Source: an optimization exercise on an open RTL-to-GDS flow (aim: small area and a short achievable clock period). Production flows keep margins and buffers that such runs may drop. At most, simulation tests tie the RTL to the original design; equivalence was not proved. No activity file was given, so power comes from the tool's default toggle rates.

==> sierra <==
==> flow/design.v (excerpt) <==
module pwl(
  input signed [13:0] x,
  input signed [13:0] x0,
  input signed [13:0] x1,
  input signed [13:0] x2,
  input signed [13:0] x3,
  input signed [13:0] x4,
  input signed [13:0] x5,
  input signed [13:0] x6,
  input signed [13:0] x7,
  input signed [13:0] x8,
  input signed [13:0] k0,
  input signed [13:0] k1,
  input signed [13:0] k2,
  input signed [13:0] k3,
  input signed [13:0] k4,
  input signed [13:0] k5,
  input signed [13:0] k6,
  input signed [13:0] k7,
  input signed [13:0] k8,
  input signed [13:0] k9,
  input signed [13:0] b0,
  input signed [13:0] b1,
  input signed [13:0] b2,
  input signed [13:0] b3,
  input signed [13:0] b4,
  input signed [13:0] b5,
  input signed [13:0] b6,
  input signed [13:0] b7,
  input signed [13:0] b8,
  input signed [13:0] b9,
  input clk,
  output reg signed [27:0] out
);
export LEC_CHECK = 0
export CAP_MARGIN = 20
export CORE_MARGIN = 2
export CORE_UTILIZATION = 40
export CTS_BUF_LIST = sky130_fd_sc_hd__clkbuf_4 sky130_fd_sc_hd__clkbuf_8
export SLEW_MARGIN = 20
export SYNTH_HIERARCHICAL = 1
export BUFFER_PORTS_ARGS = -buffer_cell sky130_fd_sc_hd__buf_1
export REMOVE_ABC_BUFFERS = 1
export CTS_ARGS = -sink_clustering_enable -repair_clock_nets -dont_use_dummy_load -buf_list "sky130_fd_sc_hd__clkbuf_4 sky130_fd_sc_hd__clkbuf_8"
export SETUP_SLACK_MARGIN = 5.2
export PRE_FLOORPLAN_TCL = /design/flow/flow/downsize.tcl
create_clock -name core_clock -period 9.0 [get_ports {clk}]
standard.sh (not shown) runs the stock make flow with config.mk's settings and CLKGATE_MAP_FILE= SYNTH_SCRIPT=/design/flow/synth_recipe.tcl, a recipe that flattens the netlist after the stock synthesis.
==> flow/flow/run.sh <==
#!/bin/bash
# Standard ORFS layout (the standard.sh) with these changes:
#  - port buffers use sky130_fd_sc_hd__buf_1 instead of the resizer's default choice;
#  - buffers left by synthesis are removed at floorplan (repair_design re-buffers as needed);
#  - before floorplan every combinational cell is swapped for the smallest-area cell of the
#    same function (flow/downsize.tcl); later timing/design repair upsizes where needed;
#  - clock tree synthesis adds no dummy loads;
#  - timing repair aims at a setup slack of 5.2 ns against the 9 ns clock.
set -euo pipefail
here=$(pwd)
cat >> config.mk <<EOC
export BUFFER_PORTS_ARGS = -buffer_cell sky130_fd_sc_hd__buf_1
export REMOVE_ABC_BUFFERS = 1
export CTS_ARGS = -sink_clustering_enable -repair_clock_nets -dont_use_dummy_load -buf_list "sky130_fd_sc_hd__clkbuf_4 sky130_fd_sc_hd__clkbuf_8"
export SETUP_SLACK_MARGIN = 5.2
export PRE_FLOORPLAN_TCL = $here/flow/downsize.tcl
EOC
bash standard.sh > standard_flow.log 2>&1
==> flow/flow/downsize.tcl <==
# Replace each combinational cell with the smallest-area cell of the same function
# (same name stem, other drive strength). Registers, adders and tie cells are kept.
set n 0
set saved 0.0
foreach inst [get_cells *] {
  set cell [get_lib_cells -of_objects $inst]
  set ref [get_name $cell]
  if {![regexp {^(sky130_fd_sc_hd__[a-z0-9]+)_([0-9]+)$} $ref -> stem drive]} { continue }
  if {[regexp {__(df|dl|sdf|edf|fa|ha|conb|tap|clk|fill|decap|diode)} $stem]} { continue }
  set best $ref
  set best_area [get_property $cell area]
  foreach cand [get_lib_cells ${stem}_*] {
    set cname [get_name $cand]
    if {![regexp "^${stem}_\[0-9\]+\$" $cname]} { continue }
    set a [get_property $cand area]
    if {$a < $best_area - 1e-6} { set best $cname; set best_area $a }
  }
  if {$best ne $ref} {
    set saved [expr {$saved + [get_property $cell area] - $best_area}]
    replace_cell $inst $best
    incr n
  }
}
puts "downsize: replaced $n cells, saved [format %.1f $saved] um2"
==> garnet: changes against sierra <==
--- a/flow/flow/run.sh
+++ b/flow/flow/run.sh
@@ -5,14 +5,14 @@
 #  - before floorplan every combinational cell is swapped for the smallest-area cell of the
 #    same function (flow/downsize.tcl); later timing/design repair upsizes where needed;
 #  - clock tree synthesis adds no dummy loads;
-#  - timing repair aims at a setup slack of 5.2 ns against the 9 ns clock.
+#  - timing repair aims at a setup slack of 5.1 ns against the 9 ns clock.
 set -euo pipefail
 here=$(pwd)
 cat >> config.mk <<EOC
 export BUFFER_PORTS_ARGS = -buffer_cell sky130_fd_sc_hd__buf_1
 export REMOVE_ABC_BUFFERS = 1
 export CTS_ARGS = -sink_clustering_enable -repair_clock_nets -dont_use_dummy_load -buf_list "sky130_fd_sc_hd__clkbuf_4 sky130_fd_sc_hd__clkbuf_8"
-export SETUP_SLACK_MARGIN = 5.2
+export SETUP_SLACK_MARGIN = 5.1
 export PRE_FLOORPLAN_TCL = $here/flow/downsize.tcl
 EOC
 bash standard.sh > standard_flow.log 2>&1
SETUP_SLACK_MARGIN = 5.1   (was 5.2)
==> qor summary <==
Global-route usage over all layers: garnet 0.361; sierra 0.364
Power attributed to combinational cells: garnet 2.39 mW; sierra 2.44 mW
Shortest clock period the worst path allows after layout: garnet 3840 ps; sierra 3860 ps
Reg-to-reg setup timing slack: garnet 5260 ps; sierra 5250 ps
CP required: garnet 9300 ps; sierra 9280 ps
Worst rel slew slack: garnet 0.230; sierra 0.220
Cell Int Power: garnet 2.07 mW; sierra 2.10 mW
Met2 layer usage reported by global route: garnet 0.540; sierra 0.543
Fraction of area in non-clock buffers: garnet 0.170; sierra 0.186
Worst hold slack: garnet 329 ps; sierra 333 ps
Total power consumption of the routed design: garnet 3.77 mW; sierra 3.82 mW
Fraction of power consumed by sequential logic: garnet 0.266; sierra 0.263
Met3 Use GR: garnet 0.112; sierra 0.111
Final wirelength: garnet 49400 um; sierra 50600 um
Run status: garnet finished clean; sierra finished clean

========
==> run a: inputs <==
pwl, a different RTL version from the one above (not shown whole).
==> module pwl_ge14, before the edit <==
module pwl_ge14(input [13:0] nx, input [13:0] b, output y);
  wire [13:0] g, p;
  assign g[12:0] = ~(nx[12:0] | b[12:0]);
  assign p[12:0] = ~(nx[12:0] & b[12:0]);
  assign g[13] = nx[13] & b[13];
  assign p[13] = nx[13] | b[13];
  wire g10 = g[1] | (p[1] & p[0]);
  wire g32 = g[3] | (p[3] & g[2]);  wire p32 = p[3] & p[2];
  wire g54 = g[5] | (p[5] & g[4]);  wire p54 = p[5] & p[4];
  wire g76 = g[7] | (p[7] & g[6]);  wire p76 = p[7] & p[6];
  wire g98 = g[9] | (p[9] & g[8]);  wire p98 = p[9] & p[8];
  wire gba = g[11] | (p[11] & g[10]); wire pba = p[11] & p[10];
  wire gdc = g[13] | (p[13] & g[12]); wire pdc = p[13] & p[12];
  wire g3_0 = g32 | (p32 & g10);
  wire g7_4 = g76 | (p76 & g54); wire p7_4 = p76 & p54;
  wire gb_8 = gba | (pba & g98); wire pb_8 = pba & p98;
  wire g7_0 = g7_4 | (p7_4 & g3_0);
  wire gd_8 = gdc | (pdc & gb_8); wire pd_8 = pdc & pb_8;
  assign y = gd_8 | (pd_8 & g7_0);
endmodule
Settings: LEC_CHECK=0, CAP_MARGIN=20, CORE_MARGIN=2, CORE_UTILIZATION=40, CTS_BUF_LIST=sky130_fd_sc_hd__clkbuf_4 sky130_fd_sc_hd__clkbuf_8, SLEW_MARGIN=20, SYNTH_HIERARCHICAL=1, BUFFER_PORTS_ARGS=-buffer_cell sky130_fd_sc_hd__buf_1, REMOVE_ABC_BUFFERS=1, CTS_ARGS=-sink_clustering_enable -repair_clock_nets -dont_use_dummy_load -buf_list "sky130_fd_sc_hd__clkbuf_4 sky130_fd_sc_hd__clkbuf_8", SETUP_SLACK_MARGIN=5.3, PRE_FLOORPLAN_TCL=/design/flow/flow/downsize.tcl; clock period 9.0 ns.
==> flow/flow/run.sh <==
#!/bin/bash
# Standard ORFS layout (the standard.sh) with these changes:
#  - port buffers use sky130_fd_sc_hd__buf_1 instead of the resizer's default choice;
#  - buffers left by synthesis are removed at floorplan (repair_design re-buffers as needed);
#  - before floorplan every combinational cell is swapped for the smallest-area cell of the
#    same function (flow/downsize.tcl); later timing/design repair upsizes where needed;
#  - clock tree synthesis adds no dummy loads;
#  - timing repair aims at a setup slack of 5.3 ns against the 9 ns clock.
set -euo pipefail
here=$(pwd)
cat >> config.mk <<EOC
export BUFFER_PORTS_ARGS = -buffer_cell sky130_fd_sc_hd__buf_1
export REMOVE_ABC_BUFFERS = 1
export CTS_ARGS = -sink_clustering_enable -repair_clock_nets -dont_use_dummy_load -buf_list "sky130_fd_sc_hd__clkbuf_4 sky130_fd_sc_hd__clkbuf_8"
export SETUP_SLACK_MARGIN = 5.3
export PRE_FLOORPLAN_TCL = $here/flow/downsize.tcl
EOC
bash standard.sh > standard_flow.log 2>&1
Scripts as last shown in full above: flow/flow/downsize.tcl
==> inputs of run b, as changes to run a <==
--- a/flow/design.v
+++ b/flow/design.v
@@ -643,28 +643,44 @@
 wire [27:0] res = {(pg_p[27] ^ G342), (pg_p[26] ^ G340), (pg_p[25] ^ G338), (pg_p[24] ^ G336), (pg_p[23] ^ G334), (pg_p[22] ^ G332), (pg_p[21] ^ G330), (pg_p[20] ^ G328), (pg_p[19] ^ G326), (pg_p[18] ^ G324), (pg_p[17] ^ G322), (pg_p[16] ^ G312), (pg_p[15] ^ G310), (pg_p[14] ^ G308), (pg_p[13] ^ G306), (pg_p[12] ^ G304), (pg_p[11] ^ G302), (pg_p[10] ^ G300), (pg_p[9] ^ G298), (pg_p[8] ^ G280), (pg_p[7] ^ G278), (pg_p[6] ^ G276), (pg_p[5] ^ G274), (pg_p[4] ^ G248), (pg_p[3] ^ G246), (pg_p[2] ^ G218), (pg_p[1] ^ pg_g[0]), pg_p[0]};
 always @(posedge clk) out <= res;
 endmodule
 module pwl_ge14(input [13:0] nx, input [13:0] b, output y);
   wire [13:0] g, p;
-  assign g[12:0] = ~(nx[12:0] | b[12:0]);
-  assign p[12:0] = ~(nx[12:0] & b[12:0]);
-  assign g[13] = nx[13] & b[13];
-  assign p[13] = nx[13] | b[13];
-  wire g10 = g[1] | (p[1] & p[0]);
-  wire g32 = g[3] | (p[3] & g[2]);  wire p32 = p[3] & p[2];
-  wire g54 = g[5] | (p[5] & g[4]);  wire p54 = p[5] & p[4];
-  wire g76 = g[7] | (p[7] & g[6]);  wire p76 = p[7] & p[6];
-  wire g98 = g[9] | (p[9] & g[8]);  wire p98 = p[9] & p[8];
-  wire gba = g[11] | (p[11] & g[10]); wire pba = p[11] & p[10];
-  wire gdc = g[13] | (p[13] & g[12]); wire pdc = p[13] & p[12];
-  wire g3_0 = g32 | (p32 & g10);
-  wire g7_4 = g76 | (p76 & g54); wire p7_4 = p76 & p54;
-  wire gb_8 = gba | (pba & g98); wire pb_8 = pba & p98;
-  wire g7_0 = g7_4 | (p7_4 & g3_0);
-  wire gd_8 = gdc | (pdc & gb_8); wire pd_8 = pdc & pb_8;
-  assign y = gd_8 | (pd_8 & g7_0);
+  genvar i;
+  generate for (i = 0; i < 13; i = i + 1) begin : bl
+    pwl_nor2 ug(.a(nx[i]), .b(b[i]), .y(g[i]));
+    pwl_nand2 up(.a(nx[i]), .b(b[i]), .y(p[i]));
+  end endgenerate
+  pwl_and2 ug13(.a(nx[13]), .b(b[13]), .y(g[13]));
+  pwl_or2 up13(.a(nx[13]), .b(b[13]), .y(p[13]));
+  wire [6:0] gn1, pn1;
+  pwl_a21oi l1g0(.a1(p[1]), .a2(p[0]), .b1(g[1]), .y(gn1[0]));
+  generate for (i = 1; i < 7; i = i + 1) begin : l1
+    pwl_a21oi ug(.a1(p[2*i+1]), .a2(g[2*i]), .b1(g[2*i+1]), .y(gn1[i]));
+    pwl_nand2 up(.a(p[2*i+1]), .b(p[2*i]), .y(pn1[i]));
+  end endgenerate
+  wire [3:0] g2, p2;
+  pwl_o21ai l2g0(.a1(pn1[1]), .a2(gn1[0]), .b1(gn1[1]), .y(g2[0]));
+  pwl_o21ai l2g1(.a1(pn1[3]), .a2(gn1[2]), .b1(gn1[3]), .y(g2[1]));
+  pwl_nor2  l2p1(.a(pn1[3]), .b(pn1[2]), .y(p2[1]));
+  pwl_o21ai l2g2(.a1(pn1[5]), .a2(gn1[4]), .b1(gn1[5]), .y(g2[2]));
+  pwl_nor2  l2p2(.a(pn1[5]), .b(pn1[4]), .y(p2[2]));
+  pwl_inv   l2g3(.a(gn1[6]), .y(g2[3]));
+  pwl_inv   l2p3(.a(pn1[6]), .y(p2[3]));
+  wire gn3_0, gn3_1, pn3_1;
+  pwl_a21oi l3g0(.a1(p2[1]), .a2(g2[0]), .b1(g2[1]), .y(gn3_0));
+  pwl_a21oi l3g1(.a1(p2[3]), .a2(g2[2]), .b1(g2[3]), .y(gn3_1));
+  pwl_nand2 l3p1(.a(p2[3]), .b(p2[2]), .y(pn3_1));
+  pwl_o21ai l4(.a1(pn3_1), .a2(gn3_0), .b1(gn3_1), .y(y));
 endmodule
+module pwl_nor2(input a, input b, output y); assign y = ~(a | b); endmodule
+module pwl_nand2(input a, input b, output y); assign y = ~(a & b); endmodule
+module pwl_and2(input a, input b, output y); assign y = a & b; endmodule
+module pwl_or2(input a, input b, output y); assign y = a | b; endmodule
+module pwl_inv(input a, output y); assign y = ~a; endmodule
+module pwl_a21oi(input a1, input a2, input b1, output y); assign y = ~((a1 & a2) | b1); endmodule
+module pwl_o21ai(input a1, input a2, input b1, output y); assign y = ~((a1 | a2) & b1); endmodule
 module pwl_dec(input [8:0] ge, output [9:0] sel);
   assign sel[0] = ~ge[8];
   genvar j;
   generate for (j = 1; j < 9; j = j + 1) begin : d
     assign sel[j] = ge[9-j] & ~ge[8-j];
==> flow/flow/run.sh (replaced) <==
#!/bin/bash
# Standard ORFS layout (the standard.sh) with these changes:
#  - port buffers use sky130_fd_sc_hd__buf_1 instead of the resizer's default choice;
#  - buffers left by synthesis are removed at floorplan (repair_design re-buffers as needed);
#  - before floorplan every combinational cell is swapped for the smallest-area cell of the
#    same function (flow/downsize.tcl); later timing/design repair upsizes where needed;
#  - clock tree synthesis adds no dummy loads;
#  - timing repair aims at a setup slack of 5.0 ns against the 9 ns clock.
set -euo pipefail
here=$(pwd)
cat >> config.mk <<EOC
export BUFFER_PORTS_ARGS = -buffer_cell sky130_fd_sc_hd__buf_1
export REMOVE_ABC_BUFFERS = 1
export CTS_ARGS = -sink_clustering_enable -repair_clock_nets -dont_use_dummy_load -buf_list "sky130_fd_sc_hd__clkbuf_4 sky130_fd_sc_hd__clkbuf_8"
export SETUP_SLACK_MARGIN = 5.0
export PRE_FLOORPLAN_TCL = $here/flow/downsize.tcl
EOC
bash standard.sh > standard_flow.log 2>&1
Settings changed: SETUP_SLACK_MARGIN 5.3 to 5.0.
==> inputs of run c, as changes to run a <==
--- a/flow/design.v
+++ b/flow/design.v
@@ -41,37 +41,43 @@
 pwl_ge14 u_ge4(.nx(nx), .b(x4), .y(ge[4]));
 pwl_ge14 u_ge5(.nx(nx), .b(x5), .y(ge[5]));
 pwl_ge14 u_ge6(.nx(nx), .b(x6), .y(ge[6]));
 pwl_ge14 u_ge7(.nx(nx), .b(x7), .y(ge[7]));
 pwl_ge14 u_ge8(.nx(nx), .b(x8), .y(ge[8]));
-wire [9:0] sel_k, sel_b;
-pwl_dec u_dec_k(.ge(ge), .sel(sel_k));
-pwl_dec u_dec_b(.ge(ge), .sel(sel_b));
+wire [9:0] sel;
+assign sel[0] = ~ge[8];
+assign sel[1] = ge[8] & ~ge[7];
+assign sel[2] = ge[7] & ~ge[6];
+assign sel[3] = ge[6] & ~ge[5];
+assign sel[4] = ge[5] & ~ge[4];
+assign sel[5] = ge[4] & ~ge[3];
+assign sel[6] = ge[3] & ~ge[2];
+assign sel[7] = ge[2] & ~ge[1];
+assign sel[8] = ge[1] & ~ge[0];
+assign sel[9] = ge[0];
 wire [27:0] kb_sel;
 genvar g;
 generate for (g = 0; g < 28; g = g + 1) begin : selb
   wire [9:0] d;
   if (g < 14) begin : kk
     assign d = {k9[g], k8[g], k7[g], k6[g], k5[g], k4[g], k3[g], k2[g], k1[g], k0[g]};
   end else begin : bb
     assign d = {b9[g-14], b8[g-14], b7[g-14], b6[g-14], b5[g-14], b4[g-14], b3[g-14], b2[g-14], b1[g-14], b0[g-14]};
   end
-  pwl_sel10 u_sel(.s(g < 14 ? sel_k : sel_b), .d(d), .y(kb_sel[g]));
+  pwl_sel10 u_sel(.s(sel), .d(d), .y(kb_sel[g]));
 end endgenerate
-wire [14:0] xe = {x, 1'b0};
-wire [6:0] one_d, two_d, neg_d;
-generate for (g = 0; g < 7; g = g + 1) begin : enc
-  assign one_d[g] = xe[2*g+1] ^ xe[2*g];
-  assign two_d[g] = (xe[2*g+2] & ~xe[2*g+1] & ~xe[2*g]) | (~xe[2*g+2] & xe[2*g+1] & xe[2*g]);
-  assign neg_d[g] = xe[2*g+2];
-end endgenerate
-reg [13:0] k_r, b_r;
-reg [6:0] one_r, two_r, neg_r;
+reg [13:0] k_r, b_r, x_r;
 always @(posedge clk) begin
-  k_r <= kb_sel[13:0]; b_r <= kb_sel[27:14];
-  one_r <= one_d; two_r <= two_d; neg_r <= neg_d;
+  k_r <= kb_sel[13:0]; b_r <= kb_sel[27:14]; x_r <= x;
 end
+wire [14:0] xe = {x_r, 1'b0};
+wire [6:0] one_r, two_r, neg_r;
+generate for (g = 0; g < 7; g = g + 1) begin : enc
+  assign one_r[g] = xe[2*g+1] ^ xe[2*g];
+  assign two_r[g] = (xe[2*g+2] & ~xe[2*g+1] & ~xe[2*g]) | (~xe[2*g+2] & xe[2*g+1] & xe[2*g]);
+  assign neg_r[g] = xe[2*g+2];
+end endgenerate
 wire pp0_0;
 wire pp0_1;
 wire pp0_2;
 wire pp0_3;
 wire pp0_4;
@@ -661,18 +667,10 @@
   wire gb_8 = gba | (pba & g98); wire pb_8 = pba & p98;
   wire g7_0 = g7_4 | (p7_4 & g3_0);
   wire gd_8 = gdc | (pdc & gb_8); wire pd_8 = pdc & pb_8;
   assign y = gd_8 | (pd_8 & g7_0);
 endmodule
-module pwl_dec(input [8:0] ge, output [9:0] sel);
-  assign sel[0] = ~ge[8];
-  genvar j;
-  generate for (j = 1; j < 9; j = j + 1) begin : d
-    assign sel[j] = ge[9-j] & ~ge[8-j];
-  end endgenerate
-  assign sel[9] = ge[0];
-endmodule
 module pwl_sel10(input [9:0] s, input [9:0] d, output y);
   wire n0, n1, n2, n3;
   pwl_aoi222 u0(.s(s[2:0]), .d(d[2:0]), .yn(n0));
   pwl_aoi222 u1(.s(s[5:3]), .d(d[5:3]), .yn(n1));
   pwl_aoi222 u2(.s(s[8:6]), .d(d[8:6]), .yn(n2));
==> flow/flow/run.sh (replaced) <==
#!/bin/bash
# Standard ORFS layout (the standard.sh) with these changes:
#  - port buffers use sky130_fd_sc_hd__buf_1 instead of the resizer's default choice;
#  - buffers left by synthesis are removed at floorplan (repair_design re-buffers as needed);
#  - before floorplan every combinational cell is swapped for the smallest-area cell of the
#    same function (flow/downsize.tcl); later timing/design repair upsizes where needed;
#  - clock tree synthesis adds no dummy loads;
#  - timing repair aims at a setup slack of 5.5 ns against the 9 ns clock.
set -euo pipefail
here=$(pwd)
cat >> config.mk <<EOC
export BUFFER_PORTS_ARGS = -buffer_cell sky130_fd_sc_hd__buf_1
export REMOVE_ABC_BUFFERS = 1
export CTS_ARGS = -sink_clustering_enable -repair_clock_nets -dont_use_dummy_load -buf_list "sky130_fd_sc_hd__clkbuf_4 sky130_fd_sc_hd__clkbuf_8"
export SETUP_SLACK_MARGIN = 5.5
export PRE_FLOORPLAN_TCL = $here/flow/downsize.tcl
EOC
bash standard.sh > standard_flow.log 2>&1
Settings changed: SETUP_SLACK_MARGIN 5.3 to 5.5.
==> qor summary <==
metric                                                                               run a                    run b                    run c
Placed inst area                                                                 12800 µm²                13000 µm²                12700 µm²
Critical Path Fanout Max                                                                 9                       14                        7
Cell area power density                                                         282 nW/µm²               282 nW/µm²               282 nW/µm²
Number of antenna violations at the first check in global routing                        5                        6                       10
Hpwl dp                                                                           35800 µm                 34900 µm                 36200 µm
Result of the run                                                  complete, no violations  complete, no violations  complete, no violations
Final clock period utilization by the worst path                                     0.423                    0.444                    0.409
Fraction of met3 tracks used by global routing                                      0.0649                   0.0877                   0.0939
Invs w/o clock                                                                          52                       69                       56
Worst EP required                                                                  9.28 ns                  9.23 ns                  9.28 ns
Post-layout worst setup margin                                                     5.19 ns                  5.00 ns                  5.32 ns
Area share of buffers outside the clock network                                      0.193                    0.150                    0.211
Reg-to-reg slack, setup                                                            5.53 ns                  5.53 ns                  5.56 ns
Crit path largest cell delay                                                       0.72 ns                  0.43 ns                  0.45 ns
Setup WS pre-CTS                                                                   3.89 ns                  4.27 ns                  4.11 ns
Worst relative slew slack                                                            0.286                    0.269                    0.495
No run of this note included a check of the RTL's function; only the layout flow was run.

-- what the ideal ports hide --
The flow's constraints put no driver on any port. The routed layouts listed below were extracted and timed again, unchanged, in two steps.
Step 1 assumes that a clkbuf_16 drives the clock port and a buf_2 every other input.
Step 2 moves the port delays by t, midway between the first and last clock arrival at a register: inputs arrive t later, outputs are due t later. That takes back most of the time a late clock gives input paths.
Slacks: ideal / step 1 / step 2; pairs: ideal / step 1.
run	t (ns)	setup WS [ns]	hold slack, ns
sierra	0.476	5.144 / 5.122 / 4.647	0.333 / 0.333 / 0.333
garnet	0.481	5.158 / 5.149 / 4.669	0.329 / 0.329 / 0.329
run a	0.475	5.191 / 5.120 / 4.645	0.334 / 0.334 / 0.334
run b	0.464	5.005 / 4.977 / 4.514	0.350 / 0.350 / 0.350
run c	0.484	5.316 / 5.304 / 4.820	0.329 / 0.329 / 0.329
After both steps setup and hold are still met in every run listed. The setup slack of run a, which loses most, moves by -0.071 ns with the drivers and by -0.546 ns with both steps.
